Background: an optimization exercise with open tools, aiming at small area and a short achievable clock period. Do not read the settings as production practice. Only simulation tests tie the RTL to the original design; equivalence was not proved.

==> flow/config.mk <==
export PLATFORM = sky130hd
export DESIGN_NAME = cordic_top
export DESIGN_NICKNAME = cordic_top
export VERILOG_FILES = /design/flow/design.v
export SDC_FILE = /design/flow/constraint.sdc
export NUM_CORES = 4
export LEC_CHECK = 0
export ABC_AREA = 1
export CAP_MARGIN = 20
export CORE_MARGIN = 2
export CORE_UTILIZATION = 40
export SLEW_MARGIN = 20
==> flow/design.v <==
module preprocessing (
    input  wire signed [31:0] angle,
    output wire signed [31:0] angle_cordic,
    output wire               sine_sign,
    output wire               cosine_sign
);
    localparam signed [31:0] PI         = 32'h1921FB54;
    localparam signed [31:0] TWO_PI     = 32'h3243F6A8;
    localparam signed [31:0] PI_2       = 32'h0C90FDAA;
    localparam signed [31:0] THREE_PI_2 = 32'h25B2F8FE;
    wire neg = angle[31];
    wire big = ~neg & (angle >= TWO_PI);
    wire signed [31:0] off = neg ? TWO_PI : big ? -TWO_PI : 32'sd0;
    wire signed [31:0] n = angle + off;
    wire q0 = (n <= PI_2);
    wire q1 = ~q0 & (n <= PI);
    wire q2 = ~q0 & ~q1 & (n <= THREE_PI_2);
    wire q3 = ~q0 & ~q1 & ~q2;
    wire m = q1 | q3;                                     
    wire [31:0] c = q1 ? PI + 32'sd1 : q2 ? -PI : q3 ? TWO_PI + 32'sd1 : 32'sd0;
    assign angle_cordic = (n ^ {32{m}}) + c;
    assign sine_sign   = q2 | q3;
    assign cosine_sign = q1 | q2;
endmodule
module cordic_dirs_fast (
    input  wire [31:0] z0,
    output wire [31:0] d
);
    wire signed [31:0] zg0 = z0;
    assign d[0] = ~zg0[31];
    assign d[1] = d[0] ? (zg0 >= 32'sh06487ED5) : (zg0 >= 32'shF9B7812B);
    wire c0_00 = (zg0 >= 32'shF601F44A);
    wire c0_01 = (zg0 >= 32'shFD6D0E0C);
    wire c0_10 = (zg0 >= 32'sh0292F1F4);
    wire c0_11 = (zg0 >= 32'sh09FE0BB6);
    assign d[2] = d[0] ? (d[1] ? c0_11 : c0_10) : (d[1] ? c0_01 : c0_00);
    reg signed [31:0] k0;
    always @(*) begin
        case (d[2:0])
            3'd0: k0 = 32'sh0BF3C316;
            3'd1: k0 = 32'shFF62C56C;
            3'd2: k0 = 32'sh0488A954;
            3'd3: k0 = 32'shF7F7ABAA;
            3'd4: k0 = 32'sh08085456;
            3'd5: k0 = 32'shFB7756AC;
            3'd6: k0 = 32'sh009D3A94;
            3'd7: k0 = 32'shF40C3CEA;
            default: k0 = 32'sd0;
        endcase
    end
    wire signed [31:0] zg1 = zg0 + k0;
    assign d[3] = ~zg1[31];
    assign d[4] = d[3] ? (zg1 >= 32'sh00FEADD5) : (zg1 >= 32'shFF01522B);
    wire c1_00 = (zg1 >= 32'shFE817CBC);
    wire c1_01 = (zg1 >= 32'shFF81279A);
    wire c1_10 = (zg1 >= 32'sh007ED866);
    wire c1_11 = (zg1 >= 32'sh017E8344);
    assign d[5] = d[3] ? (d[4] ? c1_11 : c1_10) : (d[4] ? c1_01 : c1_00);
    reg signed [31:0] k1;
    always @(*) begin
        case (d[5:3])
            3'd0: k1 = 32'sh01BE7DEF;
            3'd1: k1 = 32'shFFC12245;
            3'd2: k1 = 32'sh00BED311;
            3'd3: k1 = 32'shFEC17767;
            3'd4: k1 = 32'sh013E8899;
            3'd5: k1 = 32'shFF412CEF;
            3'd6: k1 = 32'sh003EDDBB;
            3'd7: k1 = 32'shFE418211;
            default: k1 = 32'sd0;
        endcase
    end
    wire signed [31:0] zg2 = zg1 + k1;
    assign d[6] = ~zg2[31];
    assign d[7] = d[6] ? (zg2 >= 32'sh001FFF55) : (zg2 >= 32'shFFE000AB);
    wire c2_00 = (zg2 >= 32'shFFD000C0);
    wire c2_01 = (zg2 >= 32'shFFF00096);
    wire c2_10 = (zg2 >= 32'sh000FFF6A);
    wire c2_11 = (zg2 >= 32'sh002FFF40);
    assign d[8] = d[6] ? (d[7] ? c2_11 : c2_10) : (d[7] ? c2_01 : c2_00);
    reg signed [31:0] k2;
    always @(*) begin
        case (d[8:6])
            3'd0: k2 = 32'sh0037FF3D;
            3'd1: k2 = 32'shFFF80093;
            3'd2: k2 = 32'sh0017FF67;
            3'd3: k2 = 32'shFFD800BD;
            3'd4: k2 = 32'sh0027FF43;
            3'd5: k2 = 32'shFFE80099;
            3'd6: k2 = 32'sh0007FF6D;
            3'd7: k2 = 32'shFFC800C3;
            default: k2 = 32'sd0;
        endcase
    end
    wire signed [31:0] zg3 = zg2 + k2;
    wire [31:9] dh;
    cordic_dirs_hi U0 (.z9(zg3), .d(dh));
    assign d[31:9] = dh;
endmodule
module cordic_dirs_front (
    input  wire [31:0] z0,
    output wire [5:0]  d,
    output wire [31:0] z6
);
    wire signed [31:0] zg0 = z0;
    assign d[0] = ~zg0[31];
    assign d[1] = d[0] ? (zg0 >= 32'sh06487ED5) : (zg0 >= 32'shF9B7812B);
    wire c0_00 = (zg0 >= 32'shF601F44A);
    wire c0_01 = (zg0 >= 32'shFD6D0E0C);
    wire c0_10 = (zg0 >= 32'sh0292F1F4);
    wire c0_11 = (zg0 >= 32'sh09FE0BB6);
    assign d[2] = d[0] ? (d[1] ? c0_11 : c0_10) : (d[1] ? c0_01 : c0_00);
    reg signed [31:0] k0;
    always @(*) begin
        case (d[2:0])
            3'd0: k0 = 32'sh0BF3C316;
            3'd1: k0 = 32'shFF62C56C;
            3'd2: k0 = 32'sh0488A954;
            3'd3: k0 = 32'shF7F7ABAA;
            3'd4: k0 = 32'sh08085456;
            3'd5: k0 = 32'shFB7756AC;
            3'd6: k0 = 32'sh009D3A94;
            3'd7: k0 = 32'shF40C3CEA;
            default: k0 = 32'sd0;
        endcase
    end
    wire signed [31:0] zg1 = zg0 + k0;
    assign d[3] = ~zg1[31];
    assign d[4] = d[3] ? (zg1 >= 32'sh00FEADD5) : (zg1 >= 32'shFF01522B);
    wire c1_00 = (zg1 >= 32'shFE817CBC);
    wire c1_01 = (zg1 >= 32'shFF81279A);
    wire c1_10 = (zg1 >= 32'sh007ED866);
    wire c1_11 = (zg1 >= 32'sh017E8344);
    assign d[5] = d[3] ? (d[4] ? c1_11 : c1_10) : (d[4] ? c1_01 : c1_00);
    reg signed [31:0] k1;
    always @(*) begin
        case (d[5:3])
            3'd0: k1 = 32'sh01BE7DEF;
            3'd1: k1 = 32'shFFC12245;
            3'd2: k1 = 32'sh00BED311;
            3'd3: k1 = 32'shFEC17767;
            3'd4: k1 = 32'sh013E8899;
            3'd5: k1 = 32'shFF412CEF;
            3'd6: k1 = 32'sh003EDDBB;
            3'd7: k1 = 32'shFE418211;
            default: k1 = 32'sd0;
        endcase
    end
    wire signed [31:0] zg2 = zg1 + k1;
    assign z6 = zg2;
endmodule
module cordic_dirs_back (
    input  wire [31:0] z6,
    output wire [31:6] d
);
    wire signed [31:0] zg2 = z6;
    assign d[6] = ~zg2[31];
    assign d[7] = d[6] ? (zg2 >= 32'sh001FFF55) : (zg2 >= 32'shFFE000AB);
    wire c2_00 = (zg2 >= 32'shFFD000C0);
    wire c2_01 = (zg2 >= 32'shFFF00096);
    wire c2_10 = (zg2 >= 32'sh000FFF6A);
    wire c2_11 = (zg2 >= 32'sh002FFF40);
    assign d[8] = d[6] ? (d[7] ? c2_11 : c2_10) : (d[7] ? c2_01 : c2_00);
    reg signed [31:0] k2;
    always @(*) begin
        case (d[8:6])
            3'd0: k2 = 32'sh0037FF3D;
            3'd1: k2 = 32'shFFF80093;
            3'd2: k2 = 32'sh0017FF67;
            3'd3: k2 = 32'shFFD800BD;
            3'd4: k2 = 32'sh0027FF43;
            3'd5: k2 = 32'shFFE80099;
            3'd6: k2 = 32'sh0007FF6D;
            3'd7: k2 = 32'shFFC800C3;
            default: k2 = 32'sd0;
        endcase
    end
    wire signed [31:0] zg3 = zg2 + k2;
    wire [31:9] dh;
    cordic_dirs_hi U0 (.z9(zg3), .d(dh));
    assign d[31:9] = dh;
endmodule
module cordic_dirs_hi (
    input  wire [31:0] z9,
    output wire [31:9] d
);
    wire hi = ~z9[31] & (|z9[30:19]);      
    wire lo =  z9[31] & ~(&z9[30:19]);     
    wire [19:0] t = hi ? 20'hFFFFF : lo ? 20'h00000 : {~z9[19], z9[18:0]};
    genvar g;
    generate for (g = 9; g <= 27; g = g + 1) begin : g_hi
        assign d[g] = t[28-g];
    end endgenerate
    assign d[31:28] = {4{t[0]}};
endmodule
module cordic_dirs #(parameter FIRST = 0) (
    input  wire [31:0] zk,
    output wire [31:0] d
);
    reg [31:0] z [0:9];
    reg [31:0] atan [0:8];
    integer i;
    always @(*) begin
        atan[0] = 32'h06487ED5;
        atan[1] = 32'h03B58CE1;
        atan[2] = 32'h01F5B760;
        atan[3] = 32'h00FEADD5;
        atan[4] = 32'h007FD56F;
        atan[5] = 32'h003FFAAB;
        atan[6] = 32'h001FFF55;
        atan[7] = 32'h000FFFEB;
        atan[8] = 32'h0007FFFD;
        for (i = 0; i <= 9; i = i + 1) z[i] = 32'd0;
        z[FIRST] = zk;
        for (i = FIRST; i < 9; i = i + 1)
            z[i+1] = z[i][31] ? z[i] + atan[i] : z[i] - atan[i];
    end
    genvar g;
    generate for (g = 0; g < 9; g = g + 1) begin : g_lo
        if (g >= FIRST) begin : g_d
            assign d[g] = ~z[g][31];
        end else begin : g_0
            assign d[g] = 1'b0;    
        end
    end endgenerate
    wire [31:9] dh;
    cordic_dirs_hi U0 (.z9(z[9]), .d(dh));
    assign d[31:9] = dh;
endmodule
module cordic_top (
    input  wire        clk,
    input  wire [31:0] x_start,
    input  wire [31:0] y_start,
    input  wire [31:0] angle,
    output wire [31:0] sine,
    output wire [31:0] cosine
);
    wire [31:0] z0;
    wire        sn0, cn0;
    preprocessing U0 (.angle(angle), .angle_cordic(z0), .sine_sign(sn0), .cosine_sign(cn0));
    wire [5:0]  dall;
    wire [31:0] z6;
    cordic_dirs_front U1 (.z0(z0), .d(dall), .z6(z6));
    wire [31:0] x0 = x_start, y0 = y_start;
    wire [31:0] x1_sh = y0;
    wire [31:0] y1_sh = x0;
    wire [31:0] x1_b = x1_sh ^ {32{dall[0]}};
    wire [31:0] y1_b = y1_sh ^ {32{~dall[0]}};
    wire [31:0] x1;
    add32_sk x1_add (.a(x0), .b(x1_b), .ci(dall[0]), .s(x1));
    wire [31:0] y1;
    add32_sk y1_add (.a(y0), .b(y1_b), .ci(~dall[0]), .s(y1));
    wire [31:0] x2_sh = {{1{y1[31]}}, y1[31:1]};
    wire [31:0] y2_sh = {{1{x1[31]}}, x1[31:1]};
    wire [31:0] x2_b = x2_sh ^ {32{dall[1]}};
    wire [31:0] y2_b = y2_sh ^ {32{~dall[1]}};
    wire [31:0] x2;
    add32_sk x2_add (.a(x1), .b(x2_b), .ci(dall[1]), .s(x2));
    wire [31:0] y2;
    add32_sk y2_add (.a(y1), .b(y2_b), .ci(~dall[1]), .s(y2));
    wire [31:0] x3_sh = {{2{y2[31]}}, y2[31:2]};
    wire [31:0] y3_sh = {{2{x2[31]}}, x2[31:2]};
    wire [31:0] x3_b = x3_sh ^ {32{dall[2]}};
    wire [31:0] y3_b = y3_sh ^ {32{~dall[2]}};
    wire [31:0] x3;
    add32_sk x3_add (.a(x2), .b(x3_b), .ci(dall[2]), .s(x3));
    wire [31:0] y3;
    add32_sk y3_add (.a(y2), .b(y3_b), .ci(~dall[2]), .s(y3));
    wire [31:0] x4_sh = {{3{y3[31]}}, y3[31:3]};
    wire [31:0] y4_sh = {{3{x3[31]}}, x3[31:3]};
    wire [31:0] x4_b = x4_sh ^ {32{dall[3]}};
    wire [31:0] y4_b = y4_sh ^ {32{~dall[3]}};
    wire [31:0] x4;
    add32_sk x4_add (.a(x3), .b(x4_b), .ci(dall[3]), .s(x4));
    wire [31:0] y4;
    add32_sk y4_add (.a(y3), .b(y4_b), .ci(~dall[3]), .s(y4));
    wire [31:0] x5_sh = {{4{y4[31]}}, y4[31:4]};
    wire [31:0] y5_sh = {{4{x4[31]}}, x4[31:4]};
    wire [31:0] x5_b = x5_sh ^ {32{dall[4]}};
    wire [31:0] y5_b = y5_sh ^ {32{~dall[4]}};
    wire [31:0] x5;
    add32_sk x5_add (.a(x4), .b(x5_b), .ci(dall[4]), .s(x5));
    wire [31:0] y5;
    add32_sk y5_add (.a(y4), .b(y5_b), .ci(~dall[4]), .s(y5));
    wire [31:0] x6_sh = {{5{y5[31]}}, y5[31:5]};
    wire [31:0] y6_sh = {{5{x5[31]}}, x5[31:5]};
    wire [31:0] x6_b = x6_sh ^ {32{dall[5]}};
    wire [31:0] y6_b = y6_sh ^ {32{~dall[5]}};
    wire [31:0] x6;
    add32_sk x6_add (.a(x5), .b(x6_b), .ci(dall[5]), .s(x6));
    wire [31:0] y6;
    add32_sk y6_add (.a(y5), .b(y6_b), .ci(~dall[5]), .s(y6));
    reg [31:0] x_r1, y_r1, z6_r1;
    reg        sn_r1, cn_r1;
    always @(posedge clk) begin
        x_r1 <= x6; y_r1 <= y6; z6_r1 <= z6;
        sn_r1 <= sn0; cn_r1 <= cn0;
    end
    wire [31:6] db;
    cordic_dirs_back U2 (.z6(z6_r1), .d(db));
    wire [31:6] d1 = {db};
    wire [31:0] x7_sh = {{6{y_r1[31]}}, y_r1[31:6]};
    wire [31:0] y7_sh = {{6{x_r1[31]}}, x_r1[31:6]};
    wire [31:0] x7_b = x7_sh ^ {32{d1[6]}};
    wire [31:0] y7_b = y7_sh ^ {32{~d1[6]}};
    wire [31:0] x7;
    add32_sk x7_add (.a(x_r1), .b(x7_b), .ci(d1[6]), .s(x7));
    wire [31:0] y7;
    add32_sk y7_add (.a(y_r1), .b(y7_b), .ci(~d1[6]), .s(y7));
    wire [31:0] x8_sh = {{7{y7[31]}}, y7[31:7]};
    wire [31:0] y8_sh = {{7{x7[31]}}, x7[31:7]};
    wire [31:0] x8_b = x8_sh ^ {32{d1[7]}};
    wire [31:0] y8_b = y8_sh ^ {32{~d1[7]}};
    wire [31:0] x8;
    add32_sk x8_add (.a(x7), .b(x8_b), .ci(d1[7]), .s(x8));
    wire [31:0] y8;
    add32_sk y8_add (.a(y7), .b(y8_b), .ci(~d1[7]), .s(y8));
    wire [31:0] x9_sh = {{8{y8[31]}}, y8[31:8]};
    wire [31:0] y9_sh = {{8{x8[31]}}, x8[31:8]};
    wire [31:0] x9_b = x9_sh ^ {32{d1[8]}};
    wire [31:0] y9_b = y9_sh ^ {32{~d1[8]}};
    wire [31:0] x9;
    add32_sk x9_add (.a(x8), .b(x9_b), .ci(d1[8]), .s(x9));
    wire [31:0] y9;
    add32_sk y9_add (.a(y8), .b(y9_b), .ci(~d1[8]), .s(y9));
    wire [31:0] x10_sh = {{9{y9[31]}}, y9[31:9]};
    wire [31:0] y10_sh = {{9{x9[31]}}, x9[31:9]};
    wire [31:0] x10_b = x10_sh ^ {32{d1[9]}};
    wire [31:0] y10_b = y10_sh ^ {32{~d1[9]}};
    wire [31:0] x10;
    add32_sk x10_add (.a(x9), .b(x10_b), .ci(d1[9]), .s(x10));
    wire [31:0] y10;
    add32_sk y10_add (.a(y9), .b(y10_b), .ci(~d1[9]), .s(y10));
    wire [31:0] x11_sh = {{10{y10[31]}}, y10[31:10]};
    wire [31:0] y11_sh = {{10{x10[31]}}, x10[31:10]};
    wire [31:0] x11_b = x11_sh ^ {32{d1[10]}};
    wire [31:0] y11_b = y11_sh ^ {32{~d1[10]}};
    wire [31:0] x11;
    add32_sk x11_add (.a(x10), .b(x11_b), .ci(d1[10]), .s(x11));
    wire [31:0] y11;
    add32_sk y11_add (.a(y10), .b(y11_b), .ci(~d1[10]), .s(y11));
    wire [31:0] x12_sh = {{11{y11[31]}}, y11[31:11]};
    wire [31:0] y12_sh = {{11{x11[31]}}, x11[31:11]};
    wire [31:0] x12_b = x12_sh ^ {32{d1[11]}};
    wire [31:0] y12_b = y12_sh ^ {32{~d1[11]}};
    wire [31:0] x12;
    add32_sk x12_add (.a(x11), .b(x12_b), .ci(d1[11]), .s(x12));
    wire [31:0] y12;
    add32_sk y12_add (.a(y11), .b(y12_b), .ci(~d1[11]), .s(y12));
    wire [31:0] x13_sh = {{12{y12[31]}}, y12[31:12]};
    wire [31:0] y13_sh = {{12{x12[31]}}, x12[31:12]};
    wire [31:0] x13_b = x13_sh ^ {32{d1[12]}};
    wire [31:0] y13_b = y13_sh ^ {32{~d1[12]}};
    wire [31:0] x13;
    add32_sk x13_add (.a(x12), .b(x13_b), .ci(d1[12]), .s(x13));
    wire [31:0] y13;
    add32_sk y13_add (.a(y12), .b(y13_b), .ci(~d1[12]), .s(y13));
    wire [31:0] x14_sh = {{13{y13[31]}}, y13[31:13]};
    wire [31:0] y14_sh = {{13{x13[31]}}, x13[31:13]};
    wire [31:0] x14_b = x14_sh ^ {32{d1[13]}};
    wire [31:0] y14_b = y14_sh ^ {32{~d1[13]}};
    wire [31:0] x14;
    add32_sk x14_add (.a(x13), .b(x14_b), .ci(d1[13]), .s(x14));
    wire [31:0] y14;
    add32_sk y14_add (.a(y13), .b(y14_b), .ci(~d1[13]), .s(y14));
    wire [31:0] x15_sh = {{14{y14[31]}}, y14[31:14]};
    wire [31:0] y15_sh = {{14{x14[31]}}, x14[31:14]};
    wire [31:0] x15_b = x15_sh ^ {32{d1[14]}};
    wire [31:0] y15_b = y15_sh ^ {32{~d1[14]}};
    wire [31:0] x15;
    add32_sk x15_add (.a(x14), .b(x15_b), .ci(d1[14]), .s(x15));
    wire [31:0] y15;
    add32_sk y15_add (.a(y14), .b(y15_b), .ci(~d1[14]), .s(y15));
    wire [31:0] x16_sh = {{15{y15[31]}}, y15[31:15]};
    wire [31:0] y16_sh = {{15{x15[31]}}, x15[31:15]};
    wire [31:0] x16_b = x16_sh ^ {32{d1[15]}};
    wire [31:0] y16_b = y16_sh ^ {32{~d1[15]}};
    wire [31:0] x16;
    add32_sk x16_add (.a(x15), .b(x16_b), .ci(d1[15]), .s(x16));
    wire [31:0] y16;
    add32_sk y16_add (.a(y15), .b(y16_b), .ci(~d1[15]), .s(y16));
    wire [31:0] x17_sh = {{16{y16[31]}}, y16[31:16]};
    wire [31:0] y17_sh = {{16{x16[31]}}, x16[31:16]};
    wire [31:0] x17_b = x17_sh ^ {32{d1[16]}};
    wire [31:0] y17_b = y17_sh ^ {32{~d1[16]}};
    wire [31:0] x17;
    add32_sk x17_add (.a(x16), .b(x17_b), .ci(d1[16]), .s(x17));
    wire [31:0] y17;
    add32_sk y17_add (.a(y16), .b(y17_b), .ci(~d1[16]), .s(y17));
    wire [31:0] x18_sh = {{17{y17[31]}}, y17[31:17]};
    wire [31:0] y18_sh = {{17{x17[31]}}, x17[31:17]};
    wire [31:0] x18_b = x18_sh ^ {32{d1[17]}};
    wire [31:0] y18_b = y18_sh ^ {32{~d1[17]}};
    wire [31:0] x18;
    add32_sk x18_add (.a(x17), .b(x18_b), .ci(d1[17]), .s(x18));
    wire [31:0] y18;
    add32_sk y18_add (.a(y17), .b(y18_b), .ci(~d1[17]), .s(y18));
    wire [31:0] x19_sh = {{18{y18[31]}}, y18[31:18]};
    wire [31:0] y19_sh = {{18{x18[31]}}, x18[31:18]};
    wire [31:0] x19_b = x19_sh ^ {32{d1[18]}};
    wire [31:0] y19_b = y19_sh ^ {32{~d1[18]}};
    wire [31:0] x19;
    add32_sk x19_add (.a(x18), .b(x19_b), .ci(d1[18]), .s(x19));
    wire [31:0] y19;
    add32_sk y19_add (.a(y18), .b(y19_b), .ci(~d1[18]), .s(y19));
    wire [31:0] x20_sh = {{19{y19[31]}}, y19[31:19]};
    wire [31:0] y20_sh = {{19{x19[31]}}, x19[31:19]};
    wire [31:0] x20_b = x20_sh ^ {32{d1[19]}};
    wire [31:0] y20_b = y20_sh ^ {32{~d1[19]}};
    wire [31:0] x20;
    add32_sk x20_add (.a(x19), .b(x20_b), .ci(d1[19]), .s(x20));
    wire [31:0] y20;
    add32_sk y20_add (.a(y19), .b(y20_b), .ci(~d1[19]), .s(y20));
    wire [31:0] x21_sh = {{20{y20[31]}}, y20[31:20]};
    wire [31:0] y21_sh = {{20{x20[31]}}, x20[31:20]};
    wire [31:0] x21_b = x21_sh ^ {32{d1[20]}};
    wire [31:0] y21_b = y21_sh ^ {32{~d1[20]}};
    wire [31:0] x21;
    add32_sk x21_add (.a(x20), .b(x21_b), .ci(d1[20]), .s(x21));
    wire [31:0] y21;
    add32_sk y21_add (.a(y20), .b(y21_b), .ci(~d1[20]), .s(y21));
    wire [31:0] x22_sh = {{21{y21[31]}}, y21[31:21]};
    wire [31:0] y22_sh = {{21{x21[31]}}, x21[31:21]};
    wire [31:0] x22_b = x22_sh ^ {32{d1[21]}};
    wire [31:0] y22_b = y22_sh ^ {32{~d1[21]}};
    wire [31:0] x22;
    add32_sk x22_add (.a(x21), .b(x22_b), .ci(d1[21]), .s(x22));
    wire [31:0] y22;
    add32_sk y22_add (.a(y21), .b(y22_b), .ci(~d1[21]), .s(y22));
    wire [31:0] x23_sh = {{22{y22[31]}}, y22[31:22]};
    wire [31:0] y23_sh = {{22{x22[31]}}, x22[31:22]};
    wire [31:0] x23_b = x23_sh ^ {32{d1[22]}};
    wire [31:0] y23_b = y23_sh ^ {32{~d1[22]}};
    wire [31:0] x23;
    add32_sk x23_add (.a(x22), .b(x23_b), .ci(d1[22]), .s(x23));
    wire [31:0] y23;
    add32_sk y23_add (.a(y22), .b(y23_b), .ci(~d1[22]), .s(y23));
    wire [31:0] x24_sh = {{23{y23[31]}}, y23[31:23]};
    wire [31:0] y24_sh = {{23{x23[31]}}, x23[31:23]};
    wire [31:0] x24_b = x24_sh ^ {32{d1[23]}};
    wire [31:0] y24_b = y24_sh ^ {32{~d1[23]}};
    wire [31:0] x24;
    add32_sk x24_add (.a(x23), .b(x24_b), .ci(d1[23]), .s(x24));
    wire [31:0] y24;
    add32_sk y24_add (.a(y23), .b(y24_b), .ci(~d1[23]), .s(y24));
    wire [31:0] x25_sh = {{24{y24[31]}}, y24[31:24]};
    wire [31:0] y25_sh = {{24{x24[31]}}, x24[31:24]};
    wire [31:0] x25_b = x25_sh ^ {32{d1[24]}};
    wire [31:0] y25_b = y25_sh ^ {32{~d1[24]}};
    wire [31:0] x25;
    add32_sk x25_add (.a(x24), .b(x25_b), .ci(d1[24]), .s(x25));
    wire [31:0] y25;
    add32_sk y25_add (.a(y24), .b(y25_b), .ci(~d1[24]), .s(y25));
    reg [31:0] x_r2, y_r2;
    reg [28:25] d_r2;
    reg        sn_r2, cn_r2;
    always @(posedge clk) begin
        x_r2 <= x25; y_r2 <= y25;
        d_r2 <= d1[28:25];
        sn_r2 <= sn_r1; cn_r2 <= cn_r1;
    end
    wire [31:25] d2 = {{3{d_r2[28]}}, d_r2};
    wire [9:0] xt_r25 = {2'b00, x_r2[7:0]};
    wire [23:0] xt_u = x_r2[31:8];
    wire [9:0] yt_r25 = {2'b00, y_r2[7:0]};
    wire [23:0] yt_u = y_r2[31:8];
    wire xt_mo = &xt_u[16:0];      
    wire xt_mz = ~|xt_u[16:0];     
    wire [6:0] xt_t  = xt_u[23:17];
    wire [6:0] xt_tp = xt_t + 1'b1;
    wire [6:0] xt_tm = xt_t - 1'b1;
    wire yt_mo = &yt_u[16:0];      
    wire yt_mz = ~|yt_u[16:0];     
    wire [6:0] yt_t  = yt_u[23:17];
    wire [6:0] yt_tp = yt_t + 1'b1;
    wire [6:0] yt_tm = yt_t - 1'b1;
    wire [6:0] rx26_tx_t = (xt_r25[9:8] == 2'b01 && xt_mo) ? xt_tp :
                       (xt_r25[9:8] == 2'b11 && xt_mz) ? xt_tm : xt_t;
    wire [9:0] rx26_tx = {{3{rx26_tx_t[6]}}, rx26_tx_t[6:0]};
    wire [6:0] ry26_ty_t = (yt_r25[9:8] == 2'b01 && yt_mo) ? yt_tp :
                       (yt_r25[9:8] == 2'b11 && yt_mz) ? yt_tm : yt_t;
    wire [9:0] ry26_ty = {{3{ry26_ty_t[6]}}, ry26_ty_t[6:0]};
    wire [9:0] rx26_b = ry26_ty ^ {10{d2[25]}};
    wire [9:0] ry26_b = rx26_tx ^ {10{~d2[25]}};
    wire [9:0] rx26;
    add10_sk rx26_add (.a(xt_r25), .b(rx26_b), .ci(d2[25]), .s(rx26));
    wire [9:0] ry26;
    add10_sk ry26_add (.a(yt_r25), .b(ry26_b), .ci(~d2[25]), .s(ry26));
    wire [6:0] rx27_tx_t = (rx26[9:8] == 2'b01 && xt_mo) ? xt_tp :
                       (rx26[9:8] == 2'b11 && xt_mz) ? xt_tm : xt_t;
    wire [9:0] rx27_tx = {{4{rx27_tx_t[6]}}, rx27_tx_t[6:1]};
    wire [6:0] ry27_ty_t = (ry26[9:8] == 2'b01 && yt_mo) ? yt_tp :
                       (ry26[9:8] == 2'b11 && yt_mz) ? yt_tm : yt_t;
    wire [9:0] ry27_ty = {{4{ry27_ty_t[6]}}, ry27_ty_t[6:1]};
    wire [9:0] rx27_b = ry27_ty ^ {10{d2[26]}};
    wire [9:0] ry27_b = rx27_tx ^ {10{~d2[26]}};
    wire [9:0] rx27;
    add10_sk rx27_add (.a(rx26), .b(rx27_b), .ci(d2[26]), .s(rx27));
    wire [9:0] ry27;
    add10_sk ry27_add (.a(ry26), .b(ry27_b), .ci(~d2[26]), .s(ry27));
    wire [6:0] rx28_tx_t = (rx27[9:8] == 2'b01 && xt_mo) ? xt_tp :
                       (rx27[9:8] == 2'b11 && xt_mz) ? xt_tm : xt_t;
    wire [9:0] rx28_tx = {{5{rx28_tx_t[6]}}, rx28_tx_t[6:2]};
    wire [6:0] ry28_ty_t = (ry27[9:8] == 2'b01 && yt_mo) ? yt_tp :
                       (ry27[9:8] == 2'b11 && yt_mz) ? yt_tm : yt_t;
    wire [9:0] ry28_ty = {{5{ry28_ty_t[6]}}, ry28_ty_t[6:2]};
    wire [9:0] rx28_b = ry28_ty ^ {10{d2[27]}};
    wire [9:0] ry28_b = rx28_tx ^ {10{~d2[27]}};
    wire [9:0] rx28;
    add10_sk rx28_add (.a(rx27), .b(rx28_b), .ci(d2[27]), .s(rx28));
    wire [9:0] ry28;
    add10_sk ry28_add (.a(ry27), .b(ry28_b), .ci(~d2[27]), .s(ry28));
    wire [6:0] rx29_tx_t = (rx28[9:8] == 2'b01 && xt_mo) ? xt_tp :
                       (rx28[9:8] == 2'b11 && xt_mz) ? xt_tm : xt_t;
    wire [9:0] rx29_tx = {{6{rx29_tx_t[6]}}, rx29_tx_t[6:3]};
    wire [6:0] ry29_ty_t = (ry28[9:8] == 2'b01 && yt_mo) ? yt_tp :
                       (ry28[9:8] == 2'b11 && yt_mz) ? yt_tm : yt_t;
    wire [9:0] ry29_ty = {{6{ry29_ty_t[6]}}, ry29_ty_t[6:3]};
    wire [9:0] rx29_b = ry29_ty ^ {10{d2[28]}};
    wire [9:0] ry29_b = rx29_tx ^ {10{~d2[28]}};
    wire [9:0] rx29;
    add10_sk rx29_add (.a(rx28), .b(rx29_b), .ci(d2[28]), .s(rx29));
    wire [9:0] ry29;
    add10_sk ry29_add (.a(ry28), .b(ry29_b), .ci(~d2[28]), .s(ry29));
    wire [6:0] rx30_tx_t = (rx29[9:8] == 2'b01 && xt_mo) ? xt_tp :
                       (rx29[9:8] == 2'b11 && xt_mz) ? xt_tm : xt_t;
    wire [9:0] rx30_tx = {{7{rx30_tx_t[6]}}, rx30_tx_t[6:4]};
    wire [6:0] ry30_ty_t = (ry29[9:8] == 2'b01 && yt_mo) ? yt_tp :
                       (ry29[9:8] == 2'b11 && yt_mz) ? yt_tm : yt_t;
    wire [9:0] ry30_ty = {{7{ry30_ty_t[6]}}, ry30_ty_t[6:4]};
    wire [9:0] rx30_b = ry30_ty ^ {10{d2[29]}};
    wire [9:0] ry30_b = rx30_tx ^ {10{~d2[29]}};
    wire [9:0] rx30;
    add10_sk rx30_add (.a(rx29), .b(rx30_b), .ci(d2[29]), .s(rx30));
    wire [9:0] ry30;
    add10_sk ry30_add (.a(ry29), .b(ry30_b), .ci(~d2[29]), .s(ry30));
    wire [6:0] rx31_tx_t = (rx30[9:8] == 2'b01 && xt_mo) ? xt_tp :
                       (rx30[9:8] == 2'b11 && xt_mz) ? xt_tm : xt_t;
    wire [9:0] rx31_tx = {{8{rx31_tx_t[6]}}, rx31_tx_t[6:5]};
    wire [6:0] ry31_ty_t = (ry30[9:8] == 2'b01 && yt_mo) ? yt_tp :
                       (ry30[9:8] == 2'b11 && yt_mz) ? yt_tm : yt_t;
    wire [9:0] ry31_ty = {{8{ry31_ty_t[6]}}, ry31_ty_t[6:5]};
    wire [9:0] rx31_b = ry31_ty ^ {10{d2[30]}};
    wire [9:0] ry31_b = rx31_tx ^ {10{~d2[30]}};
    wire [9:0] rx31;
    add10_sk rx31_add (.a(rx30), .b(rx31_b), .ci(d2[30]), .s(rx31));
    wire [9:0] ry31;
    add10_sk ry31_add (.a(ry30), .b(ry31_b), .ci(~d2[30]), .s(ry31));
    wire [6:0] rx32_tx_t = (rx31[9:8] == 2'b01 && xt_mo) ? xt_tp :
                       (rx31[9:8] == 2'b11 && xt_mz) ? xt_tm : xt_t;
    wire [9:0] rx32_tx = {{9{rx32_tx_t[6]}}, rx32_tx_t[6:6]};
    wire [6:0] ry32_ty_t = (ry31[9:8] == 2'b01 && yt_mo) ? yt_tp :
                       (ry31[9:8] == 2'b11 && yt_mz) ? yt_tm : yt_t;
    wire [9:0] ry32_ty = {{9{ry32_ty_t[6]}}, ry32_ty_t[6:6]};
    wire [9:0] rx32_b = ry32_ty ^ {10{d2[31]}};
    wire [9:0] ry32_b = rx32_tx ^ {10{~d2[31]}};
    wire [9:0] rx32;
    add10_sk rx32_add (.a(rx31), .b(rx32_b), .ci(d2[31]), .s(rx32));
    wire [9:0] ry32;
    add10_sk ry32_add (.a(ry31), .b(ry32_b), .ci(~d2[31]), .s(ry32));
    wire [23:0] cos_v_hi = xt_u + {{22{rx32[9]}}, rx32[9:8]};
    wire [31:0] cos_v_v = {cos_v_hi, rx32[7:0]};
    wire [31:0] cos_v = (cos_v_v ^ {32{cn_r2}}) + {31'd0, cn_r2};
    wire [23:0] sin_v_hi = yt_u + {{22{ry32[9]}}, ry32[9:8]};
    wire [31:0] sin_v_v = {sin_v_hi, ry32[7:0]};
    wire [31:0] sin_v = (sin_v_v ^ {32{sn_r2}}) + {31'd0, sn_r2};
    assign cosine = cos_v;
    assign sine   = sin_v;
endmodule
module add32_sk (
    input  wire [31:0] a,
    input  wire [31:0] b,
    input  wire        ci,
    output wire [31:0] s
);
    wire [31:0] p = a ^ b;
    wire [31:0] g0 = (a & b) | {31'd0, p[0] & ci};
    wire [31:0] g1 = g0 | (p & {g0[30], 1'b0, g0[28], 1'b0, g0[26], 1'b0, g0[24], 1'b0, g0[22], 1'b0, g0[20], 1'b0, g0[18], 1'b0, g0[16], 1'b0, g0[14], 1'b0, g0[12], 1'b0, g0[10], 1'b0, g0[8], 1'b0, g0[6], 1'b0, g0[4], 1'b0, g0[2], 1'b0, g0[0], 1'b0});
    wire [31:0] p1 = p & {p[30], 1'b1, p[28], 1'b1, p[26], 1'b1, p[24], 1'b1, p[22], 1'b1, p[20], 1'b1, p[18], 1'b1, p[16], 1'b1, p[14], 1'b1, p[12], 1'b1, p[10], 1'b1, p[8], 1'b1, p[6], 1'b1, p[4], 1'b1, p[2], 1'b1, p[0], 1'b1};
    wire [31:0] g2 = g1 | (p1 & {g1[29], g1[29], 1'b0, 1'b0, g1[25], g1[25], 1'b0, 1'b0, g1[21], g1[21], 1'b0, 1'b0, g1[17], g1[17], 1'b0, 1'b0, g1[13], g1[13], 1'b0, 1'b0, g1[9], g1[9], 1'b0, 1'b0, g1[5], g1[5], 1'b0, 1'b0, g1[1], g1[1], 1'b0, 1'b0});
    wire [31:0] p2 = p1 & {p1[29], p1[29], 1'b1, 1'b1, p1[25], p1[25], 1'b1, 1'b1, p1[21], p1[21], 1'b1, 1'b1, p1[17], p1[17], 1'b1, 1'b1, p1[13], p1[13], 1'b1, 1'b1, p1[9], p1[9], 1'b1, 1'b1, p1[5], p1[5], 1'b1, 1'b1, p1[1], p1[1], 1'b1, 1'b1};
    wire [31:0] g3 = g2 | (p2 & {g2[27], g2[27], g2[27], g2[27], 1'b0, 1'b0, 1'b0, 1'b0, g2[19], g2[19], g2[19], g2[19], 1'b0, 1'b0, 1'b0, 1'b0, g2[11], g2[11], g2[11], g2[11], 1'b0, 1'b0, 1'b0, 1'b0, g2[3], g2[3], g2[3], g2[3], 1'b0, 1'b0, 1'b0, 1'b0});
    wire [31:0] p3 = p2 & {p2[27], p2[27], p2[27], p2[27], 1'b1, 1'b1, 1'b1, 1'b1, p2[19], p2[19], p2[19], p2[19], 1'b1, 1'b1, 1'b1, 1'b1, p2[11], p2[11], p2[11], p2[11], 1'b1, 1'b1, 1'b1, 1'b1, p2[3], p2[3], p2[3], p2[3], 1'b1, 1'b1, 1'b1, 1'b1};
    wire [31:0] g4 = g3 | (p3 & {g3[23], g3[23], g3[23], g3[23], g3[23], g3[23], g3[23], g3[23], 1'b0, 1'b0, 1'b0, 1'b0, 1'b0, 1'b0, 1'b0, 1'b0, g3[7], g3[7], g3[7], g3[7], g3[7], g3[7], g3[7], g3[7], 1'b0, 1'b0, 1'b0, 1'b0, 1'b0, 1'b0, 1'b0, 1'b0});
    wire [31:0] p4 = p3 & {p3[23], p3[23], p3[23], p3[23], p3[23], p3[23], p3[23], p3[23], 1'b1, 1'b1, 1'b1, 1'b1, 1'b1, 1'b1, 1'b1, 1'b1, p3[7], p3[7], p3[7], p3[7], p3[7], p3[7], p3[7], p3[7], 1'b1, 1'b1, 1'b1, 1'b1, 1'b1, 1'b1, 1'b1, 1'b1};
    wire [31:0] g5 = g4 | (p4 & {g4[15], g4[15], g4[15], g4[15], g4[15], g4[15], g4[15], g4[15], g4[15], g4[15], g4[15], g4[15], g4[15], g4[15], g4[15], g4[15], 1'b0, 1'b0, 1'b0, 1'b0, 1'b0, 1'b0, 1'b0, 1'b0, 1'b0, 1'b0, 1'b0, 1'b0, 1'b0, 1'b0, 1'b0, 1'b0});
    wire [31:0] p5 = p4 & {p4[15], p4[15], p4[15], p4[15], p4[15], p4[15], p4[15], p4[15], p4[15], p4[15], p4[15], p4[15], p4[15], p4[15], p4[15], p4[15], 1'b1, 1'b1, 1'b1, 1'b1, 1'b1, 1'b1, 1'b1, 1'b1, 1'b1, 1'b1, 1'b1, 1'b1, 1'b1, 1'b1, 1'b1, 1'b1};
    assign s = p ^ {g5[30:0], ci};
endmodule
module add10_sk (
    input  wire [9:0] a,
    input  wire [9:0] b,
    input  wire        ci,
    output wire [9:0] s
);
    wire [9:0] p = a ^ b;
    wire [9:0] g0 = (a & b) | {9'd0, p[0] & ci};
    wire [9:0] g1 = g0 | (p & {g0[8], 1'b0, g0[6], 1'b0, g0[4], 1'b0, g0[2], 1'b0, g0[0], 1'b0});
    wire [9:0] p1 = p & {p[8], 1'b1, p[6], 1'b1, p[4], 1'b1, p[2], 1'b1, p[0], 1'b1};
    wire [9:0] g2 = g1 | (p1 & {1'b0, 1'b0, g1[5], g1[5], 1'b0, 1'b0, g1[1], g1[1], 1'b0, 1'b0});
    wire [9:0] p2 = p1 & {1'b1, 1'b1, p1[5], p1[5], 1'b1, 1'b1, p1[1], p1[1], 1'b1, 1'b1};
    wire [9:0] g3 = g2 | (p2 & {1'b0, 1'b0, g2[3], g2[3], g2[3], g2[3], 1'b0, 1'b0, 1'b0, 1'b0});
    wire [9:0] p3 = p2 & {1'b1, 1'b1, p2[3], p2[3], p2[3], p2[3], 1'b1, 1'b1, 1'b1, 1'b1};
    wire [9:0] g4 = g3 | (p3 & {g3[7], g3[7], 1'b0, 1'b0, 1'b0, 1'b0, 1'b0, 1'b0, 1'b0, 1'b0});
    wire [9:0] p4 = p3 & {p3[7], p3[7], 1'b1, 1'b1, 1'b1, 1'b1, 1'b1, 1'b1, 1'b1, 1'b1};
    assign s = p ^ {g4[8:0], ci};
endmodule
==> flow/run.sh <==
#!/bin/bash
# synth_recipe.tcl (not shown) runs the flow's synth.tcl, then flattens the netlist and writes it again
# the make line also repeats each setting of config.mk as NAME=value (left out here)
make -C /OpenROAD-flow-scripts/flow DESIGN_CONFIG=/design/flow/config.mk WORK_HOME=/design/flow/orfs CLKGATE_MAP_FILE= SYNTH_SCRIPT=/design/flow/synth_recipe.tcl finish
==> flow/constraint.sdc <==
create_clock -name core_clock -period 200.0 [get_ports {clk}]
set_input_delay 40.0000 -clock core_clock [delete_from_list [all_inputs] [get_ports {clk}]]
set_output_delay 40.0000 -clock core_clock [all_outputs]
set_load 0.01 [all_outputs]
==> results.toml <==
[global_route]
grt_use_total_pct = 19.4
grt_pass1_vias = 78100
overflow = 0
antenna_found_initial = 2
grt_pass1_wl_um = 385000
grt_max_degree = 45

[floorplanning]
dieArea_um2 = 237000
core_area_um2 = 232000
start_util_pct = 40.1
ios = 161
row_count = 177
die_w_um = 487
die_h_um = 487

[drt]
dr.pass1.iters = 6
routedWlPerCell_um = 13.7
vias_per_cell = 4.81
routed_wl_um = 233000
drtIter0Drc = 3355
via_count = 81700
antenna_left = 0
drc_errors = 0

[timing]
fin_crit_ns = 66.99
finalCritPeriodShare_pct = 33.5
fmax_mhz = 14.9
tns_ns = 0
rsz0062_at_grt = "no"
worst_pin_slew_ns = 1.02
hold_viol = 0
finClkSkew_ns = 0.0363
relSlewSlack_pct = 31.6
setup_violations = 0
slew_viol_final = 0
finalWorstSetupSlack_ns = 133.02

[critical_path]
r2r_slack_ns = 134.07
crit_path_start_kind = "flop"
crit_required_ns = 160.00
critPathArrivalTime_ns = 26.98
slowest_delay_ns = 0.62
criticalPathCategory = "flop to output pin"
cp_common_cell = "nand2_1"
cpMaxStageDelayCell = "ha_1"
worstSetupEndpointType = "output pin"
crit_path_max_fanout = 24

[logic_synthesis]
yosys.cell_count.top_type = "nand2_1"
syn-num-nets = 15900
ys.flop_type = "dfxtp_1"
synthTopCellsByArea = "ha_1 23%, xor2_1 15%, nand2_1 11%, inv_1 10%, xnor2_1 7.0%"
ys_types = 74
synth_top_area_share_pct = 22.9
syn_avg_cell_area_um2 = 6.74
ys_ff_latch = 168
synth_top_area_cell = "ha_1"
yosysWarnings = 3
ys_seq_area_share_pct = 3.61
syn_inst = 13800
synthesis.area_um2 = 93100
synthArstFlopShare_pct = 0
synthTopCellsByCount = "2798 x nand2_1, 2585 x inv_1, 1704 x ha_1"
synth-edff-count = 0

[final_layout]
final_cell_count_no_fill = 17000
drive_gt1_share_pct = 2.97
fillers = 24800
final_nets = 16000
area_delta_synth_final_pct = 6.35
utilization_pct = 42.7

[placed_design]
gp_congestion = 0.915
dp_hpwl_um = 209000
post-place-ws_ns = 133.24
io_buffers = 160
dp.cells = 16900

[worst_hold_path]
min_path_type = "flop to flop"

[clock_network]
ctsResizeCount = 0
htree_levels = 4
cts_hold_buf = 0
cts_tree = "done"
root_buffer = "clkbuf_16"
clk_path_buf_depth = 2
cts_sinks = 168
cts_buffers = 17
clk_pin_slew_ns = 0.11
clk_latency_ns = 0.53
cts_setup_buffers = 0

[run_status]
status = "no timing/DRC/antenna violations"

[run]
max_cap_violations = 0
-- cell usage in the layout (no fill, tap or decap), types with 147 or more instances in the layout --
master,n
nand2_1,2795
inv_1,2585
ha_1,1704
xor2_1,1643
a21oi_1,810
xnor2_1,744
nand3_1,653
nor2_1,522
o21ai_0,426
fa_1,306
a21o_1,244
or2_2,181
dfxtp_1,165
clkdlybuf4s50_1,160
nand4_1,147
-- layer usage --
metal,wire length (µm),global-route usage [%]
met5,0,0
met1,109000,24.8
met4,6380,5.39
met2,112000,34.9
met3,5640,1.16
-- area by class of cell --
type	instances	area, µm²	share of cell area (%)
Multi-Input combinational cell	10900	79300	80.0
Inverter	2644	9930	10.0
Tap cell	3043	3810	3.84
Sequential cell	168	3370	3.40
Timing Repair Buffer	218	2040	2.06
Clock buffer	17	425	0.429
Clock inverter	15	206	0.208
Antenna cell	2	5.00	0.00505
-- worst paths after layout --
check	from	end	cells after the start
max	y_r2[25]	cosine[31]	140
min	sn_r1	sn_r2	0
max reg2reg	z6_r1[31]	y_r2[17]	378
min reg2reg	sn_r1	sn_r2	0
-- per-stage QoR --
stage | hold WS (ns) | cell area [µm²]
2_1_floorplan | 0.310 | 93100
3_3_place_gp | 0.344 | 98400
3_5_place_dp | 0.345 | 98400
4_1_cts | 0.335 | 99000
5_1_grt | 0.343 | 99000
6_report | 0.328 | 99000
-- worst max-delay path, delay by kind of cell (launching register included) --
family	cells	cell delay, ns
buffers and inverters	14	1.73
and+or+nand+nor	55	7.28
AOI/OAI and AO/OA	44	7.86
DFF	1	0.44
adders and majority gates	15	6.71
xor gates and xnor gates	12	2.42
-- registers in the layout (all words and copies together) (netlist names) --
| signal | count |
|---|---|
| sn_r2 | 1 |
| x_r1 | 32 |
| x_r2 | 32 |
| d_r2 | 4 |
| sn_r1 | 1 |
| cn_r2 | 1 |
| cn_r1 | 1 |
| z6_r1 | 32 |
| y_r1 | 32 |
| y_r2 | 32 |
-- cell families (layout without fill, tap and decap cells) --
kind of cell,Yosys count,count (layout),share of synthesized area (%)
and+or+nand+nor,4582,4582,21.0
DFF,168,168,3.61
adders and majority gates,2010,2010,29.5
muxes,3,3,0.0336
xor gates and xnor gates,2421,2421,23.0
buffers and inverters,2781,2894,11.3
other,0,2,0
AOI/OAI and AO/OA,1844,1844,11.5

-- static timing again, ports no longer ideal --
In the flow no input, the clock included, has a driving cell. The finished layout below was timed again as built, in two steps. Step 1, drivers: a clkbuf_16 drives clk and a buf_2 each remaining input, both assumed. Step 2, shift: input delay + t, output delay - t, t = (earliest + latest rising clock arrival at the registers) / 2. This alone moves slack from input paths to output paths. Slacks: ideal ports / drivers / drivers and shift; pairs: ideal ports / drivers.
t (ns): 0.586
slack for setup (ns): 133.015 / 132.945 / 133.531
latest minus earliest clock arrival (ns): 0.039 / 0.040
worst register clock-pin slew, ns: 0.11 / 0.11
After both steps this run still meets setup and hold. For this run, drivers alone change the setup slack by -0.070 ns; drivers and shift together by +0.516 ns.
